This design comes from an exercise in tuning for small area on the open sky130 flow, not from production work. Function was not checked in any run shown here: the RTL went through the layout flow alone. No driver is modelled on the clock port, so clocking that relies on it looks cheaper here than on a real chip. Power figures rest on the tool's default switching activity, not on a simulated workload.

==> design/flow/design.v <==
module multiplier(
  input wire clk,
  input wire rst_n,
  input wire [15:0] a,
  input wire [15:0] b,
  output reg [31:0] res);
  wire w1;
  wire w2;
  wire w3;
  wire w4;
  wire w5;
  wire w6;
  wire w7;
  wire w8;
  wire w9;
  wire w10;
  wire w11;
  wire w12;
  wire w13;
  wire w14;
  wire w15;
  wire w16;
  wire w17;
  wire w18;
  wire w19;
  wire w20;
  wire w21;
  wire w22;
  wire w23;
  wire w24;
  wire w25;
  wire w26;
  wire w27;
  wire w28;
  wire w29;
  wire w30;
  wire w31;
  wire w32;
  wire w33;
  wire w34;
  wire w35;
  wire w36;
  wire w37;
  wire w38;
  wire w39;
  wire w40;
  wire w41;
  wire w42;
  wire w43;
  wire w44;
  wire w45;
  wire w46;
  wire w47;
  wire w48;
  wire w49;
  wire w50;
  wire w51;
  wire w52;
  wire w53;
  wire w54;
  wire w55;
  wire w56;
  wire w57;
  wire w58;
  wire w59;
  wire w60;
  wire w61;
  wire w62;
  wire w63;
  wire w64;
  wire w65;
  wire w66;
  wire w67;
  wire w68;
  wire w69;
  wire w70;
  wire w71;
  wire w72;
  wire w73;
  wire w74;
  wire w75;
  wire w76;
  wire w77;
  wire w78;
  wire w79;
  wire w80;
  wire w81;
  wire w82;
  wire w83;
  wire w84;
  wire w85;
  wire w86;
  wire w87;
  wire w88;
  wire w89;
  wire w90;
  wire w91;
  wire w92;
  wire w93;
  wire w94;
  wire w95;
  wire w96;
  wire w97;
  wire w98;
  wire w99;
  wire w100;
  wire w101;
  wire w102;
  wire w103;
  wire w104;
  wire w105;
  wire w106;
  wire w107;
  wire w108;
  wire w109;
  wire w110;
  wire w111;
  wire w112;
  wire w113;
  wire w114;
  wire w115;
  wire w116;
  wire w117;
  wire w118;
  wire w119;
  wire w120;
  wire w121;
  wire w122;
  wire w123;
  wire w124;
  wire w125;
  wire w126;
  wire w127;
  wire w128;
  wire w129;
  wire w130;
  wire w131;
  wire w132;
  wire w133;
  wire w134;
  wire w135;
  wire w136;
  wire w137;
  wire w138;
  wire w139;
  wire w140;
  wire w141;
  wire w142;
  wire w143;
  wire w144;
  wire w145;
  wire w146;
  wire w147;
  wire w148;
  wire w149;
  wire w150;
  wire w151;
  wire w152;
  wire w153;
  wire w154;
  wire w155;
  wire w156;
  wire w157;
  wire w158;
  wire w159;
  wire w160;
  wire w161;
  wire w162;
  wire w163;
  wire w164;
  wire w165;
  wire w166;
  wire w167;
  wire w168;
  wire w169;
  wire w170;
  wire w171;
  wire w172;
  wire w173;
  wire w174;
  wire w175;
  wire w176;
  wire w177;
  wire w178;
  wire w179;
  wire w180;
  wire w181;
  wire w182;
  wire w183;
  wire w184;
  wire w185;
  wire w186;
  wire w187;
  wire w188;
  wire w189;
  wire w190;
  wire w191;
  wire w192;
  wire w193;
  wire w194;
  wire w195;
  wire w196;
  wire w197;
  wire w198;
  wire w199;
  wire w200;
  wire w201;
  wire w202;
  wire w203;
  wire w204;
  wire w205;
  wire w206;
  wire w207;
  wire w208;
  wire w209;
  wire w210;
  wire w211;
  wire w212;
  wire w213;
  wire w214;
  wire w215;
  wire w216;
  wire w217;
  wire w218;
  wire w219;
  wire w220;
  wire w221;
  wire w222;
  wire w223;
  wire w224;
  wire w225;
  wire w226;
  wire w227;
  wire w228;
  wire w229;
  wire w230;
  wire w231;
  wire w232;
  wire w233;
  wire w234;
  wire w235;
  wire w236;
  wire w237;
  wire w238;
  wire w239;
  wire w240;
  wire w241;
  wire w242;
  wire w243;
  wire w244;
  wire w245;
  wire w246;
  wire w247;
  wire w248;
  wire w249;
  wire w250;
  wire w251;
  wire w252;
  wire w253;
  wire w254;
  wire w255;
  wire w256;
  wire w257;
  wire w258;
  wire w259;
  wire w260;
  wire w261;
  wire w262;
  wire w263;
  wire w264;
  wire w265;
  wire w266;
  wire w267;
  wire w268;
  wire w269;
  wire w270;
  wire w271;
  wire w272;
  wire w273;
  wire w274;
  wire w275;
  wire w276;
  wire w277;
  wire w278;
  wire w279;
  wire w280;
  wire w281;
  wire w282;
  wire w283;
  wire w284;
  wire w285;
  wire w286;
  wire w287;
  wire w288;
  wire w289;
  wire w290;
  wire w291;
  wire w292;
  wire w293;
  wire w294;
  wire w295;
  wire w296;
  wire w297;
  wire w298;
  wire w299;
  wire w300;
  wire w301;
  wire w302;
  wire w303;
  wire w304;
  wire w305;
  wire w306;
  wire w307;
  wire w308;
  wire w309;
  wire w310;
  wire w311;
  wire w312;
  wire w313;
  wire w314;
  wire w315;
  wire w316;
  wire w317;
  wire w318;
  wire w319;
  wire w320;
  wire w321;
  wire w322;
  wire w323;
  wire w324;
  wire w325;
  wire w326;
  wire w327;
  wire w328;
  wire w329;
  wire w330;
  wire w331;
  wire w332;
  wire w333;
  wire w334;
  wire w335;
  wire w336;
  wire w337;
  wire w338;
  wire w339;
  wire w340;
  wire w341;
  wire w342;
  wire w343;
  wire w344;
  wire w345;
  wire w346;
  wire w347;
  wire w348;
  wire w349;
  wire w350;
  wire w351;
  wire w352;
  wire w353;
  wire w354;
  wire w355;
  wire w356;
  wire w357;
  wire w358;
  wire w359;
  wire w360;
  wire w361;
  wire w362;
  wire w363;
  wire w364;
  wire w365;
  wire w366;
  wire w367;
  wire w368;
  wire w369;
  wire w370;
  wire w371;
  wire w372;
  wire w373;
  wire w374;
  wire w375;
  wire w376;
  wire w377;
  wire w378;
  wire w379;
  wire w380;
  wire w381;
  wire w382;
  wire w383;
  wire w384;
  wire w385;
  wire w386;
  wire w387;
  wire w388;
  wire w389;
  wire w390;
  wire w391;
  wire w392;
  wire w393;
  wire w394;
  wire w395;
  wire w396;
  wire w397;
  wire w398;
  wire w399;
  wire w400;
  wire w401;
  wire w402;
  wire w403;
  wire w404;
  wire w405;
  wire w406;
  wire w407;
  wire w408;
  wire w409;
  wire w410;
  wire w411;
  wire w412;
  wire w413;
  wire w414;
  wire w415;
  wire w416;
  wire w417;
  wire w418;
  wire w419;
  wire w420;
  wire w421;
  wire w422;
  wire w423;
  wire w424;
  wire w425;
  wire w426;
  wire w427;
  wire w428;
  wire w429;
  wire w430;
  wire w431;
  wire w432;
  wire w433;
  wire w434;
  wire w435;
  wire w436;
  wire w437;
  wire w438;
  wire w439;
  wire w440;
  wire w441;
  wire w442;
  wire w443;
  wire w444;
  wire w445;
  wire w446;
  wire w447;
  wire w448;
  wire w449;
  wire w450;
  wire w451;
  wire w452;
  wire w453;
  wire w454;
  wire w455;
  wire w456;
  wire w457;
  wire w458;
  wire w459;
  wire w460;
  wire w461;
  wire w462;
  wire w463;
  wire w464;
  wire w465;
  wire w466;
  wire w467;
  wire w468;
  wire w469;
  wire w470;
  wire w471;
  wire w472;
  wire w473;
  wire w474;
  wire w475;
  wire w476;
  wire w477;
  wire w478;
  wire w479;
  wire w480;
  wire w481;
  wire w482;
  wire w483;
  wire w484;
  wire w485;
  wire w486;
  wire w487;
  wire w488;
  wire w489;
  wire w490;
  wire w491;
  wire w492;
  wire w493;
  wire w494;
  wire w495;
  wire w496;
  wire w497;
  wire w498;
  wire w499;
  wire w500;
  wire w501;
  wire w502;
  wire w503;
  wire w504;
  wire w505;
  wire w506;
  wire w507;
  wire w508;
  wire w509;
  wire w510;
  wire w511;
  wire w512;
  wire w513;
  wire w514;
  wire w515;
  wire w516;
  wire w517;
  wire w518;
  wire w519;
  wire w520;
  wire w521;
  wire w522;
  wire w523;
  wire w524;
  wire w525;
  wire w526;
  wire w527;
  wire w528;
  wire w529;
  wire w530;
  wire w531;
  wire w532;
  wire w533;
  wire w534;
  wire w535;
  wire w536;
  wire w537;
  wire w538;
  wire w539;
  wire w540;
  wire w541;
  wire w542;
  wire w543;
  wire w544;
  wire w545;
  wire w546;
  wire w547;
  wire w548;
  wire w549;
  wire w550;
  wire w551;
  wire w552;
  wire w553;
  wire w554;
  wire w555;
  wire w556;
  wire w557;
  wire w558;
  wire w559;
  wire w560;
  wire w561;
  wire w562;
  wire w563;
  wire w564;
  wire w565;
  wire w566;
  wire w567;
  wire w568;
  wire w569;
  wire w570;
  wire w571;
  wire w572;
  wire w573;
  wire w574;
  wire w575;
  wire w576;
  wire w577;
  wire w578;
  wire w579;
  wire w580;
  wire w581;
  wire w582;
  wire w583;
  wire w584;
  wire w585;
  wire w586;
  wire w587;
  wire w588;
  wire w589;
  wire w590;
  wire [31:0] p;
  c_xor u0 (a[1], a[0], w1);
  c_nand u1 (a[1], a[0], w2);
  c_xor u2 (a[2], a[1], w3);
  c_nor u3 (a[2], a[1], w4);
  c_xnor u4 (w3, w2, w5);
  c_a21oi u5 (w3, w2, w4, w6);
  c_inv u6 (w6, w7);
  c_xor u7 (a[3], a[2], w8);
  c_nand u8 (a[3], a[2], w9);
  c_nor u9 (a[3], a[2], w10);
  c_xor u10 (a[4], a[3], w11);
  c_nor u11 (a[4], a[3], w12);
  c_a21oi u12 (w11, w9, w12, w13);
  c_a21oi u13 (w11, w10, w12, w14);
  c_xor u14 (w8, w6, w15);
  c_o21ai u15 (w7, w10, w9, w16);
  c_xor u16 (w11, w16, w17);
  c_a21oi u17 (w6, w14, w13, w18);
  c_inv u18 (w18, w19);
  c_xor u19 (a[5], a[4], w20);
  c_nand u20 (a[5], a[4], w21);
  c_nor u21 (a[5], a[4], w22);
  c_xor u22 (a[6], a[5], w23);
  c_nor u23 (a[6], a[5], w24);
  c_a21oi u24 (w23, w21, w24, w25);
  c_a21oi u25 (w23, w22, w24, w26);
  c_ha u26 (a[7], a[6], w27, w28);
  c_a21oi u27 (w27, w25, w28, w29);
  c_a21oi u28 (w27, w26, w28, w30);
  c_xor u29 (w20, w19, w31);
  c_o21ai u30 (w18, w22, w21, w32);
  c_xor u31 (w23, w32, w33);
  c_a21oi u32 (w19, w26, w25, w34);
  c_xnor u33 (w27, w34, w35);
  c_o21ai u34 (w18, w30, w29, w36);
  c_inv u35 (w36, w37);
  c_xor u36 (a[8], a[7], w38);
  c_nand u37 (a[8], a[7], w39);
  c_nor u38 (a[8], a[7], w40);
  c_xor u39 (a[9], a[8], w41);
  c_nor u40 (a[9], a[8], w42);
  c_a21oi u41 (w41, w39, w42, w43);
  c_a21oi u42 (w41, w40, w42, w44);
  c_ha u43 (a[10], a[9], w45, w46);
  c_a21oi u44 (w45, w43, w46, w47);
  c_a21oi u45 (w45, w44, w46, w48);
  c_xor u46 (a[11], a[10], w49);
  c_nor u47 (a[11], a[10], w50);
  c_a21oi u48 (w49, w47, w50, w51);
  c_a21oi u49 (w49, w48, w50, w52);
  c_xor u50 (w38, w36, w53);
  c_o21ai u51 (w37, w40, w39, w54);
  c_xor u52 (w41, w54, w55);
  c_a21oi u53 (w36, w44, w43, w56);
  c_xnor u54 (w45, w56, w57);
  c_o21ai u55 (w37, w48, w47, w58);
  c_xor u56 (w49, w58, w59);
  c_a21oi u57 (w36, w52, w51, w60);
  c_inv u58 (w60, w61);
  c_xor u59 (a[12], a[11], w62);
  c_nand u60 (a[12], a[11], w63);
  c_nor u61 (a[12], a[11], w64);
  c_xor u62 (a[13], a[12], w65);
  c_nor u63 (a[13], a[12], w66);
  c_a21oi u64 (w65, w63, w66, w67);
  c_a21oi u65 (w65, w64, w66, w68);
  c_ha u66 (a[14], a[13], w69, w70);
  c_a21oi u67 (w69, w67, w70, w71);
  c_a21oi u68 (w69, w68, w70, w72);
  c_xor u69 (a[15], a[14], w73);
  c_nor u70 (a[15], a[14], w74);
  c_a21oi u71 (w73, w71, w74, w75);
  c_a21oi u72 (w73, w72, w74, w76);
  c_xor u73 (w62, w61, w77);
  c_o21ai u74 (w60, w64, w63, w78);
  c_xor u75 (w65, w78, w79);
  c_a21oi u76 (w61, w68, w67, w80);
  c_xnor u77 (w69, w80, w81);
  c_o21ai u78 (w60, w72, w71, w82);
  c_xor u79 (w73, w82, w83);
  c_a21oi u80 (w61, w76, w75, w84);
  c_xnor u81 (a[15], w84, w85);
  c_nor2b u82 (w84, a[15], w86);
  c_nor2b u83 (b[1], b[0], w87);
  c_nor2b u84 (b[0], b[1], w88);
  c_and2 u85 (b[0], b[1], w89);
  c_nand u86 (b[0], a[0], w90);
  c_a222oi u87 (w87, a[1], w88, a[0], w89, w1, w91);
  c_a222oi u88 (w87, a[2], w88, a[1], w89, w5, w92);
  c_a222oi u89 (w87, a[3], w88, a[2], w89, w15, w93);
  c_a222oi u90 (w87, a[4], w88, a[3], w89, w17, w94);
  c_a222oi u91 (w87, a[5], w88, a[4], w89, w31, w95);
  c_a222oi u92 (w87, a[6], w88, a[5], w89, w33, w96);
  c_a222oi u93 (w87, a[7], w88, a[6], w89, w35, w97);
  c_a222oi u94 (w87, a[8], w88, a[7], w89, w53, w98);
  c_a222oi u95 (w87, a[9], w88, a[8], w89, w55, w99);
  c_a222oi u96 (w87, a[10], w88, a[9], w89, w57, w100);
  c_a222oi u97 (w87, a[11], w88, a[10], w89, w59, w101);
  c_a222oi u98 (w87, a[12], w88, a[11], w89, w77, w102);
  c_a222oi u99 (w87, a[13], w88, a[12], w89, w79, w103);
  c_a222oi u100 (w87, a[14], w88, a[13], w89, w81, w104);
  c_a222oi u101 (w87, a[15], w88, a[14], w89, w83, w105);
  c_a22oi u102 (w88, a[15], w89, w85, w106);
  c_nand u103 (w89, w86, w107);
  c_nor2b u104 (b[3], b[2], w108);
  c_nor2b u105 (b[2], b[3], w109);
  c_and2 u106 (b[2], b[3], w110);
  c_nand u107 (b[2], a[0], w111);
  c_a222oi u108 (w108, a[1], w109, a[0], w110, w1, w112);
  c_a222oi u109 (w108, a[2], w109, a[1], w110, w5, w113);
  c_a222oi u110 (w108, a[3], w109, a[2], w110, w15, w114);
  c_a222oi u111 (w108, a[4], w109, a[3], w110, w17, w115);
  c_a222oi u112 (w108, a[5], w109, a[4], w110, w31, w116);
  c_a222oi u113 (w108, a[6], w109, a[5], w110, w33, w117);
  c_a222oi u114 (w108, a[7], w109, a[6], w110, w35, w118);
  c_a222oi u115 (w108, a[8], w109, a[7], w110, w53, w119);
  c_a222oi u116 (w108, a[9], w109, a[8], w110, w55, w120);
  c_a222oi u117 (w108, a[10], w109, a[9], w110, w57, w121);
  c_a222oi u118 (w108, a[11], w109, a[10], w110, w59, w122);
  c_a222oi u119 (w108, a[12], w109, a[11], w110, w77, w123);
  c_a222oi u120 (w108, a[13], w109, a[12], w110, w79, w124);
  c_a222oi u121 (w108, a[14], w109, a[13], w110, w81, w125);
  c_a222oi u122 (w108, a[15], w109, a[14], w110, w83, w126);
  c_a22oi u123 (w109, a[15], w110, w85, w127);
  c_nand u124 (w110, w86, w128);
  c_nor2b u125 (b[5], b[4], w129);
  c_nor2b u126 (b[4], b[5], w130);
  c_and2 u127 (b[4], b[5], w131);
  c_nand u128 (b[4], a[0], w132);
  c_a222oi u129 (w129, a[1], w130, a[0], w131, w1, w133);
  c_a222oi u130 (w129, a[2], w130, a[1], w131, w5, w134);
  c_a222oi u131 (w129, a[3], w130, a[2], w131, w15, w135);
  c_a222oi u132 (w129, a[4], w130, a[3], w131, w17, w136);
  c_a222oi u133 (w129, a[5], w130, a[4], w131, w31, w137);
  c_a222oi u134 (w129, a[6], w130, a[5], w131, w33, w138);
  c_a222oi u135 (w129, a[7], w130, a[6], w131, w35, w139);
  c_a222oi u136 (w129, a[8], w130, a[7], w131, w53, w140);
  c_a222oi u137 (w129, a[9], w130, a[8], w131, w55, w141);
  c_a222oi u138 (w129, a[10], w130, a[9], w131, w57, w142);
  c_a222oi u139 (w129, a[11], w130, a[10], w131, w59, w143);
  c_a222oi u140 (w129, a[12], w130, a[11], w131, w77, w144);
  c_a222oi u141 (w129, a[13], w130, a[12], w131, w79, w145);
  c_a222oi u142 (w129, a[14], w130, a[13], w131, w81, w146);
  c_a222oi u143 (w129, a[15], w130, a[14], w131, w83, w147);
  c_a22oi u144 (w130, a[15], w131, w85, w148);
  c_nand u145 (w131, w86, w149);
  c_nor2b u146 (b[7], b[6], w150);
  c_nor2b u147 (b[6], b[7], w151);
  c_and2 u148 (b[6], b[7], w152);
  c_nand u149 (b[6], a[0], w153);
  c_a222oi u150 (w150, a[1], w151, a[0], w152, w1, w154);
  c_a222oi u151 (w150, a[2], w151, a[1], w152, w5, w155);
  c_a222oi u152 (w150, a[3], w151, a[2], w152, w15, w156);
  c_a222oi u153 (w150, a[4], w151, a[3], w152, w17, w157);
  c_a222oi u154 (w150, a[5], w151, a[4], w152, w31, w158);
  c_a222oi u155 (w150, a[6], w151, a[5], w152, w33, w159);
  c_a222oi u156 (w150, a[7], w151, a[6], w152, w35, w160);
  c_a222oi u157 (w150, a[8], w151, a[7], w152, w53, w161);
  c_a222oi u158 (w150, a[9], w151, a[8], w152, w55, w162);
  c_a222oi u159 (w150, a[10], w151, a[9], w152, w57, w163);
  c_a222oi u160 (w150, a[11], w151, a[10], w152, w59, w164);
  c_a222oi u161 (w150, a[12], w151, a[11], w152, w77, w165);
  c_a222oi u162 (w150, a[13], w151, a[12], w152, w79, w166);
  c_a222oi u163 (w150, a[14], w151, a[13], w152, w81, w167);
  c_a222oi u164 (w150, a[15], w151, a[14], w152, w83, w168);
  c_a22oi u165 (w151, a[15], w152, w85, w169);
  c_nand u166 (w152, w86, w170);
  c_nor2b u167 (b[9], b[8], w171);
  c_nor2b u168 (b[8], b[9], w172);
  c_and2 u169 (b[8], b[9], w173);
  c_nand u170 (b[8], a[0], w174);
  c_a222oi u171 (w171, a[1], w172, a[0], w173, w1, w175);
  c_a222oi u172 (w171, a[2], w172, a[1], w173, w5, w176);
  c_a222oi u173 (w171, a[3], w172, a[2], w173, w15, w177);
  c_a222oi u174 (w171, a[4], w172, a[3], w173, w17, w178);
  c_a222oi u175 (w171, a[5], w172, a[4], w173, w31, w179);
  c_a222oi u176 (w171, a[6], w172, a[5], w173, w33, w180);
  c_a222oi u177 (w171, a[7], w172, a[6], w173, w35, w181);
  c_a222oi u178 (w171, a[8], w172, a[7], w173, w53, w182);
  c_a222oi u179 (w171, a[9], w172, a[8], w173, w55, w183);
  c_a222oi u180 (w171, a[10], w172, a[9], w173, w57, w184);
  c_a222oi u181 (w171, a[11], w172, a[10], w173, w59, w185);
  c_a222oi u182 (w171, a[12], w172, a[11], w173, w77, w186);
  c_a222oi u183 (w171, a[13], w172, a[12], w173, w79, w187);
  c_a222oi u184 (w171, a[14], w172, a[13], w173, w81, w188);
  c_a222oi u185 (w171, a[15], w172, a[14], w173, w83, w189);
  c_a22oi u186 (w172, a[15], w173, w85, w190);
  c_nand u187 (w173, w86, w191);
  c_nor2b u188 (b[11], b[10], w192);
  c_nor2b u189 (b[10], b[11], w193);
  c_and2 u190 (b[10], b[11], w194);
  c_nand u191 (b[10], a[0], w195);
  c_a222oi u192 (w192, a[1], w193, a[0], w194, w1, w196);
  c_a222oi u193 (w192, a[2], w193, a[1], w194, w5, w197);
  c_a222oi u194 (w192, a[3], w193, a[2], w194, w15, w198);
  c_a222oi u195 (w192, a[4], w193, a[3], w194, w17, w199);
  c_a222oi u196 (w192, a[5], w193, a[4], w194, w31, w200);
  c_a222oi u197 (w192, a[6], w193, a[5], w194, w33, w201);
  c_a222oi u198 (w192, a[7], w193, a[6], w194, w35, w202);
  c_a222oi u199 (w192, a[8], w193, a[7], w194, w53, w203);
  c_a222oi u200 (w192, a[9], w193, a[8], w194, w55, w204);
  c_a222oi u201 (w192, a[10], w193, a[9], w194, w57, w205);
  c_a222oi u202 (w192, a[11], w193, a[10], w194, w59, w206);
  c_a222oi u203 (w192, a[12], w193, a[11], w194, w77, w207);
  c_a222oi u204 (w192, a[13], w193, a[12], w194, w79, w208);
  c_a222oi u205 (w192, a[14], w193, a[13], w194, w81, w209);
  c_a222oi u206 (w192, a[15], w193, a[14], w194, w83, w210);
  c_a22oi u207 (w193, a[15], w194, w85, w211);
  c_nand u208 (w194, w86, w212);
  c_nor2b u209 (b[13], b[12], w213);
  c_nor2b u210 (b[12], b[13], w214);
  c_and2 u211 (b[12], b[13], w215);
  c_nand u212 (b[12], a[0], w216);
  c_a222oi u213 (w213, a[1], w214, a[0], w215, w1, w217);
  c_a222oi u214 (w213, a[2], w214, a[1], w215, w5, w218);
  c_a222oi u215 (w213, a[3], w214, a[2], w215, w15, w219);
  c_a222oi u216 (w213, a[4], w214, a[3], w215, w17, w220);
  c_a222oi u217 (w213, a[5], w214, a[4], w215, w31, w221);
  c_a222oi u218 (w213, a[6], w214, a[5], w215, w33, w222);
  c_a222oi u219 (w213, a[7], w214, a[6], w215, w35, w223);
  c_a222oi u220 (w213, a[8], w214, a[7], w215, w53, w224);
  c_a222oi u221 (w213, a[9], w214, a[8], w215, w55, w225);
  c_a222oi u222 (w213, a[10], w214, a[9], w215, w57, w226);
  c_a222oi u223 (w213, a[11], w214, a[10], w215, w59, w227);
  c_a222oi u224 (w213, a[12], w214, a[11], w215, w77, w228);
  c_a222oi u225 (w213, a[13], w214, a[12], w215, w79, w229);
  c_a222oi u226 (w213, a[14], w214, a[13], w215, w81, w230);
  c_a222oi u227 (w213, a[15], w214, a[14], w215, w83, w231);
  c_a22oi u228 (w214, a[15], w215, w85, w232);
  c_nand u229 (w215, w86, w233);
  c_nor2b u230 (b[15], b[14], w234);
  c_nor2b u231 (b[14], b[15], w235);
  c_and2 u232 (b[14], b[15], w236);
  c_nand u233 (b[14], a[0], w237);
  c_a222oi u234 (w234, a[1], w235, a[0], w236, w1, w238);
  c_a222oi u235 (w234, a[2], w235, a[1], w236, w5, w239);
  c_a222oi u236 (w234, a[3], w235, a[2], w236, w15, w240);
  c_a222oi u237 (w234, a[4], w235, a[3], w236, w17, w241);
  c_a222oi u238 (w234, a[5], w235, a[4], w236, w31, w242);
  c_a222oi u239 (w234, a[6], w235, a[5], w236, w33, w243);
  c_a222oi u240 (w234, a[7], w235, a[6], w236, w35, w244);
  c_a222oi u241 (w234, a[8], w235, a[7], w236, w53, w245);
  c_a222oi u242 (w234, a[9], w235, a[8], w236, w55, w246);
  c_a222oi u243 (w234, a[10], w235, a[9], w236, w57, w247);
  c_a222oi u244 (w234, a[11], w235, a[10], w236, w59, w248);
  c_a222oi u245 (w234, a[12], w235, a[11], w236, w77, w249);
  c_a222oi u246 (w234, a[13], w235, a[12], w236, w79, w250);
  c_a222oi u247 (w234, a[14], w235, a[13], w236, w81, w251);
  c_a222oi u248 (w234, a[15], w235, a[14], w236, w83, w252);
  c_a22oi u249 (w235, a[15], w236, w85, w253);
  c_nand u250 (w236, w86, w254);
  c_fa u251 (w216, w197, w178, w255, w256);
  c_fa u252 (w217, w198, w179, w257, w258);
  c_fa u253 (w237, w218, w199, w259, w260);
  c_fa u254 (w161, w180, w142, w261, w262);
  c_fa u255 (w238, w219, w200, w263, w264);
  c_fa u256 (w181, w143, w162, w265, w266);
  c_fa u257 (w239, w220, w182, w267, w268);
  c_fa u258 (w201, w163, w144, w269, w270);
  c_fa u259 (w240, w221, w107, w271, w272);
  c_fa u260 (w202, w164, w183, w273, w274);
  c_fa u261 (w241, w203, w222, w275, w276);
  c_fa u262 (w184, w165, w127, w277, w278);
  c_fa u263 (w242, w128, w223, w279, w280);
  c_fa u264 (w185, w204, w147, w281, w282);
  c_fa u265 (w224, w243, w205, w283, w284);
  c_fa u266 (w149, w244, w206, w285, w286);
  c_fa u267 (w174, w155, w136, w287, w288);
  c_fa u268 (w175, w156, w137, w289, w290);
  c_fa u269 (w195, w176, w157, w291, w292);
  c_fa u270 (w119, w138, w100, w293, w294);
  c_fa u271 (w196, w177, w158, w295, w296);
  c_fa u272 (w139, w101, w120, w297, w298);
  c_fa u273 (w140, w159, w121, w299, w300);
  c_xnor u274 (w102, w255, w301);
  c_or2 u275 (w102, w255, w302);
  c_fa u276 (w160, w122, w141, w303, w304);
  c_fa u277 (w256, w103, w257, w305, w306);
  c_fa u278 (w123, w258, w259, w307, w308);
  c_xnor u279 (w104, w261, w309);
  c_or2 u280 (w104, w261, w310);
  c_fa u281 (w260, w105, w124, w311, w312);
  c_fa u282 (w263, w262, w265, w313, w314);
  c_fa u283 (w106, w264, w125, w315, w316);
  c_fa u284 (w267, w266, w269, w317, w318);
  c_fa u285 (w126, w145, w268, w319, w320);
  c_fa u286 (w271, w270, w273, w321, w322);
  c_fa u287 (w272, w146, w275, w323, w324);
  c_xnor u288 (w274, w277, w325);
  c_or2 u289 (w274, w277, w326);
  c_fa u290 (w166, w276, w279, w327, w328);
  c_xnor u291 (w278, w281, w329);
  c_or2 u292 (w278, w281, w330);
  c_fa u293 (w186, w148, w167, w331, w332);
  c_fa u294 (w280, w283, w282, w333, w334);
  c_fa u295 (w225, w168, w187, w335, w336);
  c_xnor u296 (w284, w285, w337);
  c_or2 u297 (w284, w285, w338);
  c_fa u298 (w245, w226, w207, w339, w340);
  c_fa u299 (w169, w188, w286, w341, w342);
  c_fa u300 (w170, w227, w246, w343, w344);
  c_xnor u301 (w189, w208, w345);
  c_or2 u302 (w189, w208, w346);
  c_fa u303 (w247, w228, w190, w347, w348);
  c_fa u304 (w191, w248, w210, w349, w350);
  c_fa u305 (w153, w134, w115, w351, w352);
  c_fa u306 (w154, w135, w116, w353, w354);
  c_fa u307 (w98, w117, w287, w355, w356);
  c_fa u308 (w118, w99, w288, w357, w358);
  c_fa u309 (w290, w291, w293, w359, w360);
  c_fa u310 (w292, w295, w294, w361, w362);
  c_fa u311 (w296, w301, w299, w363, w364);
  c_fa u312 (w300, w302, w303, w365, w366);
  c_fa u313 (w304, w306, w309, w367, w368);
  c_fa u314 (w308, w310, w311, w369, w370);
  c_fa u315 (w312, w315, w314, w371, w372);
  c_fa u316 (w316, w319, w318, w373, w374);
  c_fa u317 (w320, w325, w323, w375, w376);
  c_fa u318 (w324, w326, w329, w377, w378);
  c_fa u319 (w331, w328, w330, w379, w380);
  c_fa u320 (w332, w335, w337, w381, w382);
  c_fa u321 (w339, w336, w338, w383, w384);
  c_fa u322 (w345, w340, w343, w385, w386);
  c_fa u323 (w209, w346, w344, w387, w388);
  c_fa u324 (w229, w348, w349, w389, w390);
  c_fa u325 (w249, w211, w230, w391, w392);
  c_fa u326 (w212, w231, w250, w393, w394);
  c_fa u327 (w132, w113, w94, w395, w396);
  c_fa u328 (w133, w114, w95, w397, w398);
  c_xnor u329 (w96, w351, w399);
  c_or2 u330 (w96, w351, w400);
  c_fa u331 (w97, w352, w353, w401, w402);
  c_xnor u332 (w354, w355, w403);
  c_or2 u333 (w354, w355, w404);
  c_fa u334 (w289, w356, w357, w405, w406);
  c_xnor u335 (w358, w359, w407);
  c_or2 u336 (w358, w359, w408);
  c_fa u337 (w297, w360, w361, w409, w410);
  c_fa u338 (w298, w362, w363, w411, w412);
  c_fa u339 (w305, w364, w365, w413, w414);
  c_fa u340 (w307, w366, w367, w415, w416);
  c_fa u341 (w368, w313, w369, w417, w418);
  c_fa u342 (w317, w370, w371, w419, w420);
  c_fa u343 (w321, w372, w373, w421, w422);
  c_fa u344 (w322, w374, w375, w423, w424);
  c_fa u345 (w327, w376, w377, w425, w426);
  c_fa u346 (w333, w378, w379, w427, w428);
  c_fa u347 (w334, w380, w381, w429, w430);
  c_fa u348 (w341, w382, w383, w431, w432);
  c_fa u349 (w342, w385, w384, w433, w434);
  c_fa u350 (w347, w386, w387, w435, w436);
  c_xnor u351 (w388, w389, w437);
  c_or2 u352 (w388, w389, w438);
  c_fa u353 (w350, w391, w390, w439, w440);
  c_xnor u354 (w392, w393, w441);
  c_or2 u355 (w392, w393, w442);
  c_fa u356 (w232, w251, w394, w443, w444);
  c_xnor u357 (w233, w252, w445);
  c_or2 u358 (w233, w252, w446);
  c_inv u359 (w90, w447);
  c_inv u360 (w91, w448);
  c_xor u361 (w111, w92, w449);
  c_nor u362 (w111, w92, w450);
  c_xor u363 (w112, w93, w451);
  c_nor u364 (w112, w93, w452);
  c_xor u365 (w451, w450, w453);
  c_a21oi u366 (w451, w450, w452, w454);
  c_xor u367 (w395, w454, w455);
  c_nor u368 (w395, w454, w456);
  c_xor u369 (w396, w397, w457);
  c_nor u370 (w396, w397, w458);
  c_xor u371 (w457, w456, w459);
  c_a21oi u372 (w457, w456, w458, w460);
  c_ha u373 (w398, w399, w461, w462);
  c_xnor u374 (w461, w460, w463);
  c_a21oi u375 (w461, w460, w462, w464);
  c_xor u376 (w400, w401, w465);
  c_nor u377 (w400, w401, w466);
  c_xor u378 (w465, w464, w467);
  c_a21oi u379 (w465, w464, w466, w468);
  c_ha u380 (w402, w403, w469, w470);
  c_xnor u381 (w469, w468, w471);
  c_a21oi u382 (w469, w468, w470, w472);
  c_xor u383 (w404, w405, w473);
  c_nor u384 (w404, w405, w474);
  c_xor u385 (w473, w472, w475);
  c_a21oi u386 (w473, w472, w474, w476);
  c_ha u387 (w406, w407, w477, w478);
  c_xnor u388 (w477, w476, w479);
  c_a21oi u389 (w477, w476, w478, w480);
  c_xor u390 (w408, w409, w481);
  c_nor u391 (w408, w409, w482);
  c_xor u392 (w481, w480, w483);
  c_a21oi u393 (w481, w480, w482, w484);
  c_ha u394 (w410, w411, w485, w486);
  c_xnor u395 (w485, w484, w487);
  c_a21oi u396 (w485, w484, w486, w488);
  c_xor u397 (w412, w413, w489);
  c_nor u398 (w412, w413, w490);
  c_xor u399 (w489, w488, w491);
  c_a21oi u400 (w489, w488, w490, w492);
  c_ha u401 (w414, w415, w493, w494);
  c_xnor u402 (w493, w492, w495);
  c_a21oi u403 (w493, w492, w494, w496);
  c_xor u404 (w416, w417, w497);
  c_nor u405 (w416, w417, w498);
  c_xor u406 (w497, w496, w499);
  c_a21oi u407 (w497, w496, w498, w500);
  c_ha u408 (w418, w419, w501, w502);
  c_xnor u409 (w501, w500, w503);
  c_a21oi u410 (w501, w500, w502, w504);
  c_inv u411 (w504, w505);
  c_xor u412 (w420, w421, w506);
  c_nor u413 (w420, w421, w507);
  c_nand u414 (w420, w421, w508);
  c_xor u415 (w422, w423, w509);
  c_nor u416 (w422, w423, w510);
  c_a21oi u417 (w509, w507, w510, w511);
  c_a21oi u418 (w509, w508, w510, w512);
  c_ha u419 (w424, w425, w513, w514);
  c_a21oi u420 (w513, w511, w514, w515);
  c_a21oi u421 (w513, w512, w514, w516);
  c_xor u422 (w506, w504, w517);
  c_a21oi u423 (w504, w508, w507, w518);
  c_xnor u424 (w509, w518, w519);
  c_o21ai u425 (w505, w512, w511, w520);
  c_xor u426 (w513, w520, w521);
  c_a21oi u427 (w504, w516, w515, w522);
  c_inv u428 (w522, w523);
  c_xor u429 (w426, w427, w524);
  c_nor u430 (w426, w427, w525);
  c_nand u431 (w426, w427, w526);
  c_xor u432 (w428, w429, w527);
  c_nor u433 (w428, w429, w528);
  c_a21oi u434 (w527, w525, w528, w529);
  c_a21oi u435 (w527, w526, w528, w530);
  c_ha u436 (w430, w431, w531, w532);
  c_a21oi u437 (w531, w529, w532, w533);
  c_a21oi u438 (w531, w530, w532, w534);
  c_xor u439 (w524, w523, w535);
  c_a21oi u440 (w523, w526, w525, w536);
  c_xnor u441 (w527, w536, w537);
  c_o21ai u442 (w522, w530, w529, w538);
  c_xor u443 (w531, w538, w539);
  c_a21oi u444 (w523, w534, w533, w540);
  c_inv u445 (w540, w541);
  c_xor u446 (w432, w433, w542);
  c_nor u447 (w432, w433, w543);
  c_nand u448 (w432, w433, w544);
  c_xor u449 (w434, w435, w545);
  c_nor u450 (w434, w435, w546);
  c_a21oi u451 (w545, w543, w546, w547);
  c_a21oi u452 (w545, w544, w546, w548);
  c_ha u453 (w437, w436, w549, w550);
  c_a21oi u454 (w549, w547, w550, w551);
  c_a21oi u455 (w549, w548, w550, w552);
  c_xor u456 (w438, w439, w553);
  c_nor u457 (w438, w439, w554);
  c_a21oi u458 (w553, w551, w554, w555);
  c_a21oi u459 (w553, w552, w554, w556);
  c_xor u460 (w542, w541, w557);
  c_a21oi u461 (w541, w544, w543, w558);
  c_xnor u462 (w545, w558, w559);
  c_o21ai u463 (w540, w548, w547, w560);
  c_xor u464 (w549, w560, w561);
  c_a21oi u465 (w541, w552, w551, w562);
  c_xnor u466 (w553, w562, w563);
  c_o21ai u467 (w540, w556, w555, w564);
  c_inv u468 (w564, w565);
  c_xor u469 (w441, w440, w566);
  c_nor u470 (w441, w440, w567);
  c_nand u471 (w441, w440, w568);
  c_xor u472 (w442, w443, w569);
  c_nor u473 (w442, w443, w570);
  c_a21oi u474 (w569, w567, w570, w571);
  c_a21oi u475 (w569, w568, w570, w572);
  c_ha u476 (w445, w444, w573, w574);
  c_a21oi u477 (w573, w571, w574, w575);
  c_a21oi u478 (w573, w572, w574, w576);
  c_xor u479 (w253, w446, w577);
  c_nor u480 (w253, w446, w578);
  c_a21oi u481 (w577, w575, w578, w579);
  c_a21oi u482 (w577, w576, w578, w580);
  c_xor u483 (w566, w564, w581);
  c_a21oi u484 (w564, w568, w567, w582);
  c_xnor u485 (w569, w582, w583);
  c_o21ai u486 (w565, w572, w571, w584);
  c_xor u487 (w573, w584, w585);
  c_a21oi u488 (w564, w576, w575, w586);
  c_xnor u489 (w577, w586, w587);
  c_o21ai u490 (w565, w580, w579, w588);
  c_xnor u491 (w254, w588, w589);
  c_nor2b u492 (w254, w588, w590);
  assign p[0] = w447;
  assign p[1] = w448;
  assign p[2] = w449;
  assign p[3] = w453;
  assign p[4] = w455;
  assign p[5] = w459;
  assign p[6] = w463;
  assign p[7] = w467;
  assign p[8] = w471;
  assign p[9] = w475;
  assign p[10] = w479;
  assign p[11] = w483;
  assign p[12] = w487;
  assign p[13] = w491;
  assign p[14] = w495;
  assign p[15] = w499;
  assign p[16] = w503;
  assign p[17] = w517;
  assign p[18] = w519;
  assign p[19] = w521;
  assign p[20] = w535;
  assign p[21] = w537;
  assign p[22] = w539;
  assign p[23] = w557;
  assign p[24] = w559;
  assign p[25] = w561;
  assign p[26] = w563;
  assign p[27] = w581;
  assign p[28] = w583;
  assign p[29] = w585;
  assign p[30] = w587;
  assign p[31] = w589;
  always @(posedge clk or negedge rst_n) begin
    if (!rst_n) res <= 32'd0;
    else res <= p;
  end
endmodule
module c_a21oi(input wire a1, input wire a2, input wire b1, output wire o);
  assign o = ~((a1 & a2) | b1);
endmodule
module c_a222oi(input wire a1, input wire a2, input wire b1, input wire b2, input wire c1, input wire c2, output wire o);
  assign o = ~((a1 & a2) | (b1 & b2) | (c1 & c2));
endmodule
module c_a22oi(input wire a1, input wire a2, input wire b1, input wire b2, output wire o);
  assign o = ~((a1 & a2) | (b1 & b2));
endmodule
module c_and2(input wire x, input wire y, output wire o);
  assign o = x & y;
endmodule
module c_fa(input wire x, input wire y, input wire z, output wire s, output wire c);
  assign s = x ^ y ^ z;
  assign c = (x & y) | (x & z) | (y & z);
endmodule
module c_ha(input wire x, input wire y, output wire s, output wire c);
  assign s = x ^ y;
  assign c = x & y;
endmodule
module c_inv(input wire x, output wire o);
  assign o = ~x;
endmodule
module c_nand(input wire x, input wire y, output wire o);
  assign o = ~(x & y);
endmodule
module c_nor(input wire x, input wire y, output wire o);
  assign o = ~(x | y);
endmodule
module c_nor2b(input wire a, input wire bn, output wire o);
  assign o = ~(a | ~bn);
endmodule
module c_o21ai(input wire a1, input wire a2, input wire b1, output wire o);
  assign o = ~((a1 | a2) & b1);
endmodule
module c_or2(input wire x, input wire y, output wire o);
  assign o = x | y;
endmodule
module c_xnor(input wire x, input wire y, output wire o);
  assign o = ~(x ^ y);
endmodule
module c_xor(input wire x, input wire y, output wire o);
  assign o = x ^ y;
endmodule
==> design/flow/flow/run.sh <==
#!/bin/bash
# Own layout flow: the standard flow (standard.sh), with
#  - port buffers of the smallest buffer cell (buf_1) instead of the default choice,
#  - the a21oi/o21ai cells that synthesis upsized put back to size 1 before floorplanning
#    (the resizer upsizes again wherever timing needs it),
#  - clock tree synthesis with small clock buffers and no dummy loads.
set -euo pipefail
here=$(pwd)
export BUFFER_PORTS_ARGS="-buffer_cell sky130_fd_sc_hd__buf_1"
export PRE_FLOORPLAN_TCL="$here/flow/pre_floorplan.tcl"
export CTS_ARGS="-sink_clustering_enable -repair_clock_nets -dont_use_dummy_load -buf_list sky130_fd_sc_hd__clkbuf_4 -root_buf sky130_fd_sc_hd__clkbuf_4 -sink_clustering_size 8 -sink_clustering_max_diameter 60"
bash standard.sh > "$here/standard_flow.log" 2>&1
==> design/flow/flow/pre_floorplan.tcl <==
# Put cells that synthesis upsized back to their smallest size; the resizer upsizes
# again where timing or slew needs it.
set db [ord::get_db]
set swaps {
  sky130_fd_sc_hd__a21oi_2 sky130_fd_sc_hd__a21oi_1
  sky130_fd_sc_hd__o21ai_2 sky130_fd_sc_hd__o21ai_1
  sky130_fd_sc_hd__nor2b_2 sky130_fd_sc_hd__nor2b_1
  sky130_fd_sc_hd__nor2b_4 sky130_fd_sc_hd__nor2b_1
  sky130_fd_sc_hd__a22oi_2 sky130_fd_sc_hd__a22oi_1
  sky130_fd_sc_hd__a222oi_2 sky130_fd_sc_hd__a222oi_1
}
set n 0
foreach inst [[ord::get_db_block] getInsts] {
  set m [[$inst getMaster] getName]
  if {[dict exists $swaps $m]} {
    $inst swapMaster [$db findMaster [dict get $swaps $m]]
    incr n
  }
}
puts "pre_floorplan: downsized $n cells"
==> design/flow/standard.sh <==
#!/bin/bash
# synth_recipe.tcl (not shown) runs the flow's synth.tcl, then flattens the netlist and writes it again
# the make line also repeats each setting of config.mk as NAME=value (left out here)
make -C /OpenROAD-flow-scripts/flow DESIGN_CONFIG=/design/flow/config.mk WORK_HOME=/design/flow/orfs CLKGATE_MAP_FILE= SYNTH_SCRIPT=/design/flow/synth_recipe.tcl "${@:-finish}"
==> design/flow/config.mk <==
export PLATFORM = sky130hd
export DESIGN_NAME = multiplier
export DESIGN_NICKNAME = multiplier
export VERILOG_FILES = /design/flow/design.v
export SDC_FILE = /design/flow/constraint.sdc
export NUM_CORES = 4
export LEC_CHECK = 0
export CAP_MARGIN = 10
export CELL_PAD_IN_SITES_DETAIL_PLACEMENT = 1
export CELL_PAD_IN_SITES_GLOBAL_PLACEMENT = 1
export CORE_MARGIN = 2
export CORE_UTILIZATION = 65
export GPL_TIMING_DRIVEN = 0
export SLEW_MARGIN = 10
export SYNTH_HIERARCHICAL = 1
export SYNTH_MINIMUM_KEEP_SIZE = 0
==> design/flow/constraint.sdc <==
create_clock -name core_clock -period 7.5 [get_ports {clk}]
set_input_delay 1.5000 -clock core_clock [delete_from_list [all_inputs] [get_ports {clk}]]
set_output_delay 1.5000 -clock core_clock [all_outputs]
set_load 0.01 [all_outputs]
==> flow_metrics.py, run 1 <==
metrics = {
    "status": {
        "status": "aborted with a tool error",
        "lastStage": "4_1_cts",
        "error": "[ERROR DPL-0033] detailed placement checks failed during check placement.",
    },
    "clock_tree": {
        "cts_buffers": 5,
        "clockBufferDepth": 2,
        "post-cts-setup-buffers": 2,
        "ctsRootBufferMaster": "clkbuf_4",
        "ctsHoldBuffers": 0,
        "htreeDepth": 2,
        "cts_resized": 97,
    },
    "placement": {
        "gp_congestion": 0.9802,
        "placement.cell_area_um2": 5907,
        "portBuffers": 65,
        "hpwlAfterDp_um": 17700,
        "post-place-ws_ps": -1795,
    },
    "synthesis": {
        "postSynthCellCount": 524,
        "yosysWarnings": 7,
        "syn_nets": 655,
    },
    "die": {
        "rows": 33,
        "die_h_um": 96.24,
        "initial_core_util": 0.6731,
        "io_pins": 66,
        "die_x_um": 96.24,
    },
}
## power groups by stage
stage / registers [mW] / logic [mW] / clock network [mW]
global placement: 0.330 / 2.19 / 0
detailed placement: 0.343 / 2.62 / 0
floorplan: 0.378 / 1.77 / 0
## how the worst max path moves through the flow
stage | from | endpoint | cells after the start
3_5_place_dp | a[4] | res[31] | 27
3_3_place_gp | a[2] | res[29] | 27
2_1_floorplan | a[1] | res[29] | 24
## stage by stage
| stage | cells | total power [mW] |
|---|---|---|
| detailed placement | 694 | 2.960 |
| floorplan | 524 | 2.153 |
| global placement | 694 | 2.519 |
==> run 2: changes to the inputs <==
==> design/flow/flow/run.sh (replaced) <==
#!/bin/bash
# Own layout flow: the standard flow (standard.sh), with
#  - port buffers of the smallest buffer cell (buf_1) instead of the default choice,
#  - the cells that synthesis upsized put back to size 1 before floorplanning
#    (the resizer upsizes again wherever timing needs it),
#  - clock tree synthesis with small clock buffers and no dummy loads,
#  - a free site on each side of a222oi cells in detailed placement (pin access).
set -euo pipefail
here=$(pwd)
export BUFFER_PORTS_ARGS="-buffer_cell sky130_fd_sc_hd__buf_1"
export PRE_FLOORPLAN_TCL="$here/flow/pre_floorplan.tcl"
export PRE_DETAIL_PLACE_TCL="$here/flow/pad.tcl"
export PRE_CTS_TCL="$here/flow/pad.tcl"
export PRE_GLOBAL_ROUTE_TCL="$here/flow/pad.tcl"
export CTS_ARGS="-sink_clustering_enable -repair_clock_nets -dont_use_dummy_load -buf_list sky130_fd_sc_hd__clkbuf_4 -root_buf sky130_fd_sc_hd__clkbuf_4 -sink_clustering_size 8 -sink_clustering_max_diameter 60"
bash standard.sh > "$here/standard_flow.log" 2>&1
==> design/flow/flow/pad.tcl (new file) <==
# Keep a free site on each side of the six-input a222oi cells in detailed placement:
# their input pins sit in one dense row and need room for the router to reach them.
set_placement_padding -masters [get_lib_cells sky130_fd_sc_hd__a222oi_1] -left 1 -right 1
--- a/design/flow/config.mk
+++ b/design/flow/config.mk
@@ -7,8 +7,6 @@
 export LEC_CHECK = 0
 export CAP_MARGIN = 10
-export CELL_PAD_IN_SITES_DETAIL_PLACEMENT = 1
-export CELL_PAD_IN_SITES_GLOBAL_PLACEMENT = 1
 export CORE_MARGIN = 2
-export CORE_UTILIZATION = 65
+export CORE_UTILIZATION = 55
 export GPL_TIMING_DRIVEN = 0
 export SLEW_MARGIN = 10
==> run 2 against run 1 <==
The run fails in 3_5_place_dp. Synthesized cell count unchanged.
==> flow_metrics.py, run 2 <==
metrics = {
    "synthesis": {
        "postSynthCellCount": 524,
        "syn_nets": 655,
        "yosysWarnings": 7,
    },
    "die": {
        "die_h_um": 104.3,
        "die_x_um": 104.3,
        "io_pins": 66,
        "initial_core_util": 0.5658,
        "rows": 36,
    },
    "placement": {
        "gp_congestion": 0.9362,
        "portBuffers": 65,
    },
    "status": {
        "status": "aborted with a tool error",
        "error": "[ERROR DPL-0039] \"_0037f94a937f0000_p_LibertyCell\" did not match any masters.",
        "lastStage": "3_5_place_dp",
    },
}
-- run 2: worst min-delay path by stage --
| stage | from | to | slack (ps) |
|---|---|---|---|
| floorplan | rst_n | res[0] | 1200 |
| global placement | b[0] | res[0] | 1740 |
-- run 2: metrics by stage --
step | setup slack, ps | TNS [ps] | hold WS (ps)
after floorplan | 814.8 | 0 | 1204
after global placement | -1160 | -11170 | 1737
-- run 2: power groups by stage --
stage          sequential [mW]  combinational, mW  clock (mW)
3_3_place_gp             0.330               2.22           0
2_1_floorplan            0.378               1.77           0
